Background: an optimization exercise with open tools, aiming at small area. Do not read the settings as production practice. The RTL was checked by simulation tests, not by an equivalence proof against the original design. Power and IR drop assume default switching activity.

`flow/constraint.sdc`:
```
create_clock -name core_clock -period 20.0 [get_ports {CLOCK_50}]
set_input_delay 4.0000 -clock core_clock [delete_from_list [all_inputs] [get_ports {CLOCK_50}]]
set_output_delay 4.0000 -clock core_clock [all_outputs]
set_load 0.01 [all_outputs]
```
`flow/run.sh`:
```
#!/bin/bash
# synth_recipe.tcl (not shown) runs the flow's synth.tcl, then flattens the netlist and writes it again
# the make line also repeats each setting of config.mk as NAME=value (left out here)
make -C /OpenROAD-flow-scripts/flow DESIGN_CONFIG=/design/flow/config.mk WORK_HOME=/design/flow/orfs CLKGATE_MAP_FILE= SYNTH_SCRIPT=/design/flow/synth_recipe.tcl finish
```
`flow/design.v`:
```
module uart_rx( 
   input                clk,
   input                rst_n,
   input  [2:0]         baud_set,
   input                din,  
   output  reg [7:0]    rx_dout,    
   output  reg          rx_vld     
);		
localparam  BPS_115200 = 434,
            BPS_57600  = 868,
            BPS_38400  = 1302,
            BPS_19200  = 2604,
            BPS_9600   = 5208;
reg   [12:0]      cnt_bps;
wire              add_cnt_bps;
wire              end_cnt_bps;
reg   [9:0]       cnt_bit;
wire              add_cnt_bit;
wire              end_cnt_bit;
reg  [12:0]       rx_bps;   
reg  [9:0]       rx_data_r;    
reg               din_r0;  
reg               din_r1;  
reg               din_r2;
wire              nedge;
reg              rx_flag;
always @(*)begin
   case(baud_set)
      0:rx_bps = BPS_115200;
      1:rx_bps = BPS_57600;
      2:rx_bps = BPS_38400;
      3:rx_bps = BPS_19200;
      4:rx_bps = BPS_9600;
      default : rx_bps = BPS_115200;
   endcase
end
always @(posedge clk or negedge rst_n)begin 
   if(!rst_n)begin
      cnt_bps <= 0;
   end 
   else if(add_cnt_bps)begin 
      if(end_cnt_bps)begin 
         cnt_bps <= 0;
      end
      else begin 
         cnt_bps <= cnt_bps + 1;
      end 
   end
end 
assign add_cnt_bps = rx_flag  ;
assign end_cnt_bps = add_cnt_bps && cnt_bps == rx_bps -1 ;
always @(posedge clk or negedge rst_n)begin
   if (!rst_n)begin
      din_r0 <= 1'b1;
      din_r1 <= 1'b1;
      din_r2 <= 1'b1;
   end
   else begin
      din_r0 <= din;
      din_r1 <= din_r0;    
      din_r2 <= din_r1;
   end
end
assign nedge = ~din_r1 & din_r2;
always @(posedge clk or negedge rst_n)begin 
      if(!rst_n)begin
          rx_flag <= 1'b0;
      end 
      else if(nedge && rx_flag == 1'b0 )begin 
         rx_flag <= 1'b1; 
      end 
      else if(end_cnt_bit && rx_flag == 1'b1)begin
         rx_flag <= 1'b0;
      end 
end
always @(posedge clk or negedge rst_n)begin 
   if(!rst_n)begin
       cnt_bit <= 0;
   end 
   else if(add_cnt_bit)begin 
      if(end_cnt_bit)begin 
         cnt_bit <= 0;
      end
      else begin 
         cnt_bit <= cnt_bit + 1;
      end 
   end
end 
assign add_cnt_bit = end_cnt_bps;
assign end_cnt_bit = add_cnt_bit && (cnt_bit == 10-1 || rx_data_r[0]);
always @(posedge clk or negedge rst_n)begin
    if(!rst_n) begin
      rx_data_r <= 0;
    end
    else if (rx_flag &&  cnt_bps == (rx_bps>>1 ))begin
       rx_data_r[cnt_bit] <= din_r1 ;
    end
end
always @(posedge clk or negedge rst_n) begin
   if(!rst_n) begin
      rx_dout <= 0;
   end
   else if (end_cnt_bit)begin
      rx_dout <= rx_data_r[8:1] ;
   end
end
   always @(posedge clk or negedge rst_n) begin
      if(!rst_n)begin
         rx_vld <= 1'b0;
      end
      else if (end_cnt_bit)begin
         rx_vld <= 1'b1;
      end
      else  begin
         rx_vld <= 1'b0;
      end
   end
endmodule
module fifo #(
    parameter DATA_WIDTH = 8,
    parameter ADDR_WIDTH = 8
) (
    input wire aclr,
    input wire clock,
    input wire [DATA_WIDTH-1:0] data,
    input wire rdreq,
    input wire wrreq,
    output wire empty,
    output wire full,
    output wire [DATA_WIDTH-1:0] q,
    output wire [ADDR_WIDTH-1:0] usedw
);
  localparam DEPTH = 1 << ADDR_WIDTH;
  reg [DATA_WIDTH-1:0] fifo_mem [0:DEPTH-1];
  reg [ADDR_WIDTH-1:0] rd_ptr;
  reg [ADDR_WIDTH-1:0] wr_ptr;
  reg [ADDR_WIDTH:0] usedw_reg;
  reg [DATA_WIDTH-1:0] q_reg;
  wire read_en = rdreq && (usedw_reg != 0);
  wire write_en = wrreq && (usedw_reg != DEPTH);
  assign empty = (usedw_reg == 0);
  assign full = (usedw_reg == DEPTH);
  assign usedw = usedw_reg[ADDR_WIDTH-1:0];
  assign q = q_reg;
  always @(posedge clock or posedge aclr) begin
    if (aclr) begin
      rd_ptr <= {ADDR_WIDTH{1'b0}};
      wr_ptr <= {ADDR_WIDTH{1'b0}};
      usedw_reg <= {(ADDR_WIDTH+1){1'b0}};
      q_reg <= {DATA_WIDTH{1'b0}};
    end else begin
      if (write_en) begin
        fifo_mem[wr_ptr] <= data;
        wr_ptr <= wr_ptr + 1'b1;
      end
      if (read_en) begin
        q_reg <= fifo_mem[rd_ptr];
        rd_ptr <= rd_ptr + 1'b1;
      end
      case ({write_en, read_en})
        2'b10: usedw_reg <= usedw_reg + 1'b1;
        2'b01: usedw_reg <= usedw_reg - 1'b1;
        default: usedw_reg <= usedw_reg;
      endcase
    end
  end
endmodule
module control
    (input clk,
     input rst_n,
     input [7 : 0] rx_din,
     input rx_vld,
     input busy,
     output reg [7 : 0] tx_din,
     output reg tx_vld   
    );
  parameter SEND_BYTE = 8;   
  reg rdreq_sig;   
  wire [7 : 0] data_sig;
  wire wrreq_sig;
  wire empty_sig;
  wire full_sig;
  wire [7 : 0] q_sig;
  wire [7 : 0] usedw_sig;
  reg rdreq_sig_flag;   
  always @(posedge clk or negedge rst_n) begin
    if (!rst_n) begin
      rdreq_sig_flag <= 1'b0;
    end else if (usedw_sig >= SEND_BYTE) begin
      rdreq_sig_flag <= 1'b1;
    end else if (empty_sig) begin
      rdreq_sig_flag <= 1'b0;
    end
  end
  always @(*) begin
    if (rdreq_sig_flag && empty_sig == 1'b0 && busy == 1'b0) begin
      rdreq_sig <= 1'b1;
    end else begin
      rdreq_sig <= 1'b0;
    end
  end
  always @(*) begin
    tx_din = q_sig;
  end
  always @(posedge clk or negedge rst_n) begin
    if (!rst_n) begin
      tx_vld <= 1'b0;
    end else if (rdreq_sig) begin
      tx_vld <= 1'b1;
    end else begin
      tx_vld <= 1'b0;
    end
  end
  assign wrreq_sig = rx_vld &&
                     full_sig == 1'b0;   
  assign data_sig = rx_din;
  fifo fifo_inst(.aclr(~rst_n),
                 .clock(clk),
                 .data(data_sig),
                 .rdreq(rdreq_sig),
                 .wrreq(wrreq_sig),
                 .empty(empty_sig),
                 .full(full_sig),
                 .q(q_sig),
                 .usedw(usedw_sig));
endmodule
module uart_tx(
    input         clk,
    input         rst_n,
    input  [2:0]  baud_set,
    input  [7:0]  tx_din,     
    input         tx_vld,     
    output  reg   tx_dout ,
    output   reg   busy    
);
    localparam  BPS_115200 = 434,
                BPS_57600  = 868,
                BPS_38400  = 1302,
                BPS_19200  = 2604,
                BPS_9600   = 5208;
    reg   [12:0]  cnt_bps;     
    wire          add_cnt_bps;
    wire          end_cnt_bps;
    reg   [3:0]   cnt_bit;     
    wire          add_cnt_bit;
    wire          end_cnt_bit;
    reg          tx_flag;
    reg    [12:0] tx_bps;
    reg    [9:0]  tx_data_r;   
    always @ (*)begin
        case(baud_set)
            0 : tx_bps = BPS_115200;
            1 : tx_bps = BPS_57600;
            2 : tx_bps = BPS_38400;
            3 : tx_bps = BPS_19200;
            4 : tx_bps = BPS_9600;
            default : tx_bps = BPS_115200;
        endcase
    end 
    always @ (posedge clk or negedge rst_n)begin
        if(!rst_n)begin
            cnt_bps <= 0;
        end
        else if (add_cnt_bps)begin
            if(end_cnt_bps)
                cnt_bps <= 0;
            else 
                cnt_bps <= cnt_bps + 1;    
        end
    end
    assign add_cnt_bps = tx_flag ;
    assign end_cnt_bps = add_cnt_bps && cnt_bps == tx_bps - 1;
    always @(posedge clk or negedge rst_n)begin 
            if(!rst_n)begin
                cnt_bit <= 0;
            end 
            else if(add_cnt_bit)begin 
                if(end_cnt_bit)
                    cnt_bit <= 0;
                else   
                    cnt_bit <= cnt_bit + 1;  
            end 
    end
    assign add_cnt_bit = end_cnt_bps;
    assign end_cnt_bit = add_cnt_bit && cnt_bit == 10-1;
    always @(posedge clk or negedge rst_n)begin
        if(!rst_n)begin
            tx_flag <= 1'b0;
        end
        else if(tx_vld)        
            tx_flag <= 1'b1;
        else if(end_cnt_bit)    
            tx_flag <= 1'b0;
    end
    always @(posedge clk or negedge rst_n)begin 
            if(!rst_n)begin
               tx_data_r <= 0;
            end 
            else if(tx_vld)begin 
                tx_data_r <= {1'b1,tx_din,1'b0};
            end 
    end
    always @(posedge clk or negedge rst_n)begin 
            if(!rst_n)begin
                tx_dout <= 1'b1;   
            end 
            else if(tx_flag && cnt_bps == 2-1 )begin   
                tx_dout <= tx_data_r[cnt_bit];
            end 
            else begin 
                tx_dout <= tx_dout;
            end 
    end
    always @(*)begin 
        if(tx_vld || tx_flag)begin 
            busy = 1'b1;
        end 
        else begin 
            busy = 0;
        end 
    end
endmodule
module de1_soc_uart_top (
    input  wire        CLOCK_50,
    input  wire        reset_n,
    input  wire        serial_rx,
    output wire        serial_tx,
    input  wire [2:0]  baud_select,
    output wire        tx_busy_led
);
  wire [7:0] rx_byte;
  wire       rx_byte_valid;
  wire [7:0] tx_byte;
  wire       tx_byte_valid;
  wire       tx_busy;
  uart_rx uart_rx_inst (
      .clk(CLOCK_50),
      .rst_n(reset_n),
      .baud_set(baud_select),
      .din(serial_rx),
      .rx_dout(rx_byte),
      .rx_vld(rx_byte_valid)
  );
  control control_inst (
      .clk(CLOCK_50),
      .rst_n(reset_n),
      .rx_din(rx_byte),
      .rx_vld(rx_byte_valid),
      .busy(tx_busy),
      .tx_din(tx_byte),
      .tx_vld(tx_byte_valid)
  );
  uart_tx uart_tx_inst (
      .clk(CLOCK_50),
      .rst_n(reset_n),
      .baud_set(baud_select),
      .tx_din(tx_byte),
      .tx_vld(tx_byte_valid),
      .tx_dout(serial_tx),
      .busy(tx_busy)
  );
  assign tx_busy_led = tx_busy;
endmodule
```
`flow/config.mk`:
```
export PLATFORM = sky130hd
export DESIGN_NAME = de1_soc_uart_top
export DESIGN_NICKNAME = de1_soc_uart_top
export VERILOG_FILES = /design/flow/design.v
export SDC_FILE = /design/flow/constraint.sdc
export NUM_CORES = 4
export LEC_CHECK = 0
export CAP_MARGIN = 20
export CELL_PAD_IN_SITES_DETAIL_PLACEMENT = 1
export CELL_PAD_IN_SITES_GLOBAL_PLACEMENT = 2
export CORE_MARGIN = 2
export CORE_UTILIZATION = 30
export PLACE_DENSITY = 0.55
export SLEW_MARGIN = 20
```
==> flow_results.org <==
** Timing
- Measured against its own limit, the worst slew margin works out to 8.791%.
- Final count of negative-setup-slack endpoints :: 0
- The tightest hold path in the finished design has a slack of 0.3569 ns.
- Slew Limit Fails :: 0
- Adding up every negative setup slack in the final design gives 0 ns.
- On the final layout, the worst clock skew is 0.1032 ns.
- Final hold violations :: 0
- After layout, the minimum clock period comes to 7.200 ns.
- Achievable Freq :: 0.1389 GHz
- Fraction of the cycle the final worst path needs :: 36.00%
- Setup repair after global routing left no endpoint under its margin.
- Tightest Pin Transition :: 1.357 ns

** GRT
- The layer flagged by global routing as most heavily used is met2.
- For this run, global-route usage on met1 was measured as 49.43%.
- Largest net degree at the start of global routing :: 167
- Number of antenna violations at the first check in global routing :: 96
- Global routing used 54.98% of the available met2 tracks.
- Vias in the first global route :: 60110
- For this run, the total global-route usage over all layers was measured as 40.18%.
- Wire length of the first global-routing pass :: 728300 um
- For this run, global-route usage on met3 was measured as 17.60%.
- For this run the aggregate overflow at the end of global routing stands at 0.

** Clock network
- H-tree Lvls :: 4
- Number of gates resized after cts :: 0
- CTS Buf Count :: 240
- Clk buf depth :: 4
- In this run, post-CTS hold repair placed 0 buffers.
- TritonCTS clock tree :: yes
- Clk pin slew, worst setup/hold paths :: 0.06 ns
- Post-CTS timing repair inserted 0 buffers for setup.
- Root Buffer Master :: sky130_fd_sc_hd__clkbuf_16
- Worst-Skew Late Latency :: 0.99 ns
- Clock sink count :: 2156

** Floorplanning
- The die is 536.1 um wide.
- Once the floorplan was initialized, standard cells occupied 30.12% of the core.
- The core region is 282000 sq um.
- Measured along the y axis, the die boundary spans 536.1 um.
- Standard-cell row count :: 195
- I/O pins :: 8
- Die Footprint :: 287400 sq um

** Placement
- Detailed placement ended at an HPWL of 402800 um.
- Routability-driven placement finished with a final weighted congestion of 1.108.
- During placement, the flow inserted port buffers numbering 7.
- Including well taps, the total number of placed cells is 9307.

** Synthesis
- A synthesized cell averages 15.48 sq um.
- After synthesis, the share of flip-flops with an asynchronous set or reset is 5.009%.
- After synthesis the netlist holds a flip-flop and latch count of 2156.
- Sequential share of the synthesized area :: 75.58%
- In this run, distinct cell masters in the synthesized netlist total 101.
- The synthesized design contains 2048 enable-type register cells.
- Post-synthesis instance total :: 5489
- The Yosys step of the flow raised 5 warnings.
- Net count of the mapped netlist :: 5520
- For this run, the leading register cell type out of synthesis is sky130_fd_sc_hd__edfxtp_1.
- Summing every instance area after synthesis gives 84950 sq um.

** Cells and area
- Cells with a size suffix above 1 make up 18.24% of the layout.
- The register with the most flip-flops in the layout has 2048 of them.
- Number of filler cells placed in the layout :: 28740
- Once layout is complete, the cells apart from fillers number 9803.
- Post-Route Utilization :: 35.58%
- After the last flow step, the layout net total stands at 5852.
- Register bank with the most flops :: control_inst.fifo_inst.fifo_mem
- The largest registers in the layout are control_inst.fifo_inst.fifo_mem: 2048 flops, uart_rx_inst.cnt_bps: 13 flops, uart_tx_inst.cnt_bps: 13 flops.
- P&R area growth vs syn :: 18.12%

** Pwr
- Standby leakage power :: 0.03255 uW
- The worst-case IR drop observed on VDD is 0.07774 mV.
- Total power :: 9417 uW
- Dividing total power by cell area gives a power density of 93.85 nW/um^2.

** Drt
- For this run, design rule violations remaining after detail routing come to 0.
- Via count :: 67540
- Dividing the detail-routed wire length by the instance count gives 60.22 um.
- Count of routing violations after the opening detailed-route iteration :: 14950
- In the routed layout, each cell is associated on average with a via count of 6.890.
- Routed wire length :: 590300 um
- Number of detailed-routing iterations run before antenna repair :: 6
- The count of nets left with antenna violations once routing finished came out at 0.

** Setup path
- Worst Path Max Fanout :: 42
- The worst setup path is captured at a flip-flop.
- The critical path is of the reg -> reg type.
- Number of cells traversed by the worst register-to-register path :: 12
- Data required time at the worst endpoint :: 20.84 ns
- STA classifies the critical path startpoint as a flip-flop.
- Data arrives at the worst endpoint at 8.04 ns.

** Outcome
- Result of the run :: timing/DRC/antenna clean

** Hold path
- Path class of the lowest-slack min-delay path :: reg -> reg
- The worst hold path passes through 0 cells.

** Flow run
- Max-capacitance violation count :: 0
## final timing paths
path,start,end,slack [ns]
setup / recovery,control_inst.fifo_inst.rd_ptr[7]$_DFFE_PN0P_,control_inst.fifo_inst.q_reg[3]$_DFFE_PN0P_,12.80
hold / removal,uart_rx_inst.din_r0$_DFF_PN1_,uart_rx_inst.din_r1$_DFF_PN1_,0.36
setup reg to reg,control_inst.fifo_inst.rd_ptr[7]$_DFFE_PN0P_,control_inst.fifo_inst.q_reg[3]$_DFFE_PN0P_,12.80
hold reg to reg,uart_rx_inst.din_r0$_DFF_PN1_,uart_rx_inst.din_r1$_DFF_PN1_,0.36
max in group asynchronous,reset_n,control_inst.fifo_inst.rd_ptr[2]$_DFFE_PN0P_,15.66
min in group asynchronous,reset_n,uart_rx_inst.cnt_bit[3]$_DFFE_PN0N_,3.11
## cell type report
type                            count  area, sq um  share of cell area, %
Antenna cell                       39        97.59                0.09726
Multi-Input combinational cell   2891        19470                  19.41
Clock inverter                    151         1314                  1.309
Clock buffer                      291         6291                  6.270
Tap cell                         3743         4683                  4.667
Sequential cell                  2156        64260                  64.04
Inverter                           34        127.6                 0.1272
Timing Repair Buffer              498         4095                  4.081
## power breakdown
part	switching (uW)	total (uW)	internal [uW]
Clock	2000	4490	2490
Sequential	13.8	4880	4870
Combinational	25.9	42.1	16.2
## stage by stage
| step | setup WS [ns] | area [sq um] |
|---|---|---|
| 3_5_place_dp | 11.77 | 92400 |
| 6_report | 12.80 | 100300 |
| 5_1_grt | 12.51 | 100300 |
| 4_1_cts | 12.68 | 100000 |
| 2_1_floorplan | 13.74 | 84950 |
| 3_3_place_gp | 11.65 | 92220 |
## routing by layer
layer / vias up / wire length, um
met5: - / 490
met4: 36 / 57180
met3: 1593 / 87520
met2: 6948 / 235100
met1: 35880 / 210000
li1: 23090 / -
## cells by family (layout without fill, tap and decap cells)
| kind of cell | after synthesis | count (layout) | share of synthesized area [%] |
|---|---|---|---|
| muxes | 79 | 79 | 1.012 |
| buffers and inverters | 442 | 974 | 2.380 |
| DFF | 2156 | 2156 | 75.58 |
| other | 0 | 39 | 0 |
| AOI/OAI and AO/OA | 1374 | 1374 | 12.03 |
| and+or+nand+nor | 1353 | 1353 | 8.001 |
| xor gates and xnor gates | 59 | 59 | 0.6083 |
| adders and majority gates | 26 | 26 | 0.3889 |
## synth_stat cells, types with 19 or more instances
cell	number	area, sq um
sky130_fd_sc_hd__nand2_1	158	593.1
sky130_fd_sc_hd__xor2_1	27	236.5
sky130_fd_sc_hd__nor3_1	75	375.4
sky130_fd_sc_hd__buf_2	125	625.6
sky130_fd_sc_hd__a32oi_1	177	1550
sky130_fd_sc_hd__nand3_1	244	1221
sky130_fd_sc_hd__clkbuf_1	189	709.4
sky130_fd_sc_hd__dfrtp_1	104	2603
sky130_fd_sc_hd__a21oi_1	120	600.6
sky130_fd_sc_hd__mux2i_1	33	330.3
sky130_fd_sc_hd__nor2b_1	19	118.9
sky130_fd_sc_hd__a221oi_1	59	516.8
sky130_fd_sc_hd__nand4_1	111	694.4
sky130_fd_sc_hd__nor2_1	490	1839
sky130_fd_sc_hd__edfxtp_1	2048	61500
sky130_fd_sc_hd__ha_1	24	300.3
sky130_fd_sc_hd__xnor2_1	32	280.3
sky130_fd_sc_hd__nor4_1	83	519.3
sky130_fd_sc_hd__o22ai_1	161	1007
sky130_fd_sc_hd__a31oi_1	25	156.4
sky130_fd_sc_hd__o21ai_0	93	465.5
sky130_fd_sc_hd__mux2_2	45	506.7
sky130_fd_sc_hd__buf_1	62	232.7
sky130_fd_sc_hd__inv_1	33	123.9
sky130_fd_sc_hd__a222oi_1	44	440.4
sky130_fd_sc_hd__and3_1	22	137.6
sky130_fd_sc_hd__a22o_1	72	630.6
sky130_fd_sc_hd__a22oi_1	487	3656
## placed cells by master, fill, tap and decap left out, drive strengths merged, types with 85 or more instances in the layout
master,Yosys,layout
o21ai,99,99
nand4,112,112
a22oi,488,488
o22ai,161,161
nor2,491,491
a21oi,120,120
nand2,158,158
nor4,85,85
edfxtp,2048,2048
clkbuf,189,293
buf,219,490
a32oi,177,177
dfrtp,104,104
nand3,244,244
clkinv,1,116
## worst max-delay path: stages, from the launching register on
cell,delay [ns]
sky130_fd_sc_hd__dfrtp_4,0.78
sky130_fd_sc_hd__buf_4,0.73
sky130_fd_sc_hd__or4bb_2,0.59
sky130_fd_sc_hd__buf_4,0.54
sky130_fd_sc_hd__nor2_1,0.43
sky130_fd_sc_hd__a2111oi_0,1.08
sky130_fd_sc_hd__buf_4,0.25
sky130_fd_sc_hd__nand4_1,0.12
sky130_fd_sc_hd__nor4bb_1,0.82
sky130_fd_sc_hd__nand3b_1,0.18
sky130_fd_sc_hd__or2_1,0.66
sky130_fd_sc_hd__nand4_1,0.59
sky130_fd_sc_hd__o221a_2,0.29

[port drivers added, routing unchanged]
How much do the figures lean on ideal ports? The routed layout below was timed once more, with nothing changed but the port constraints. Step 1 sets driving cells, clkbuf_16 on the clock port and buf_2 on the other inputs (assumed; they add their load-dependent delay and slew). Step 2 moves the port delays by t, midway between the first and last clock arrival at a register: inputs arrive t later, outputs are due t later. That takes back most of the time a late clock gives input paths. Slacks: ideal / step 1 / step 2; pairs: ideal / step 1.
t, ns: 1.039
setup WS [ns]: 12.800 / 12.800 / 11.845
worst setup path after step 2: input to register
After both steps setup and hold are still met in this run. The setup slack of this run moves by 0.000 ns with the drivers and by -0.955 ns with both steps.
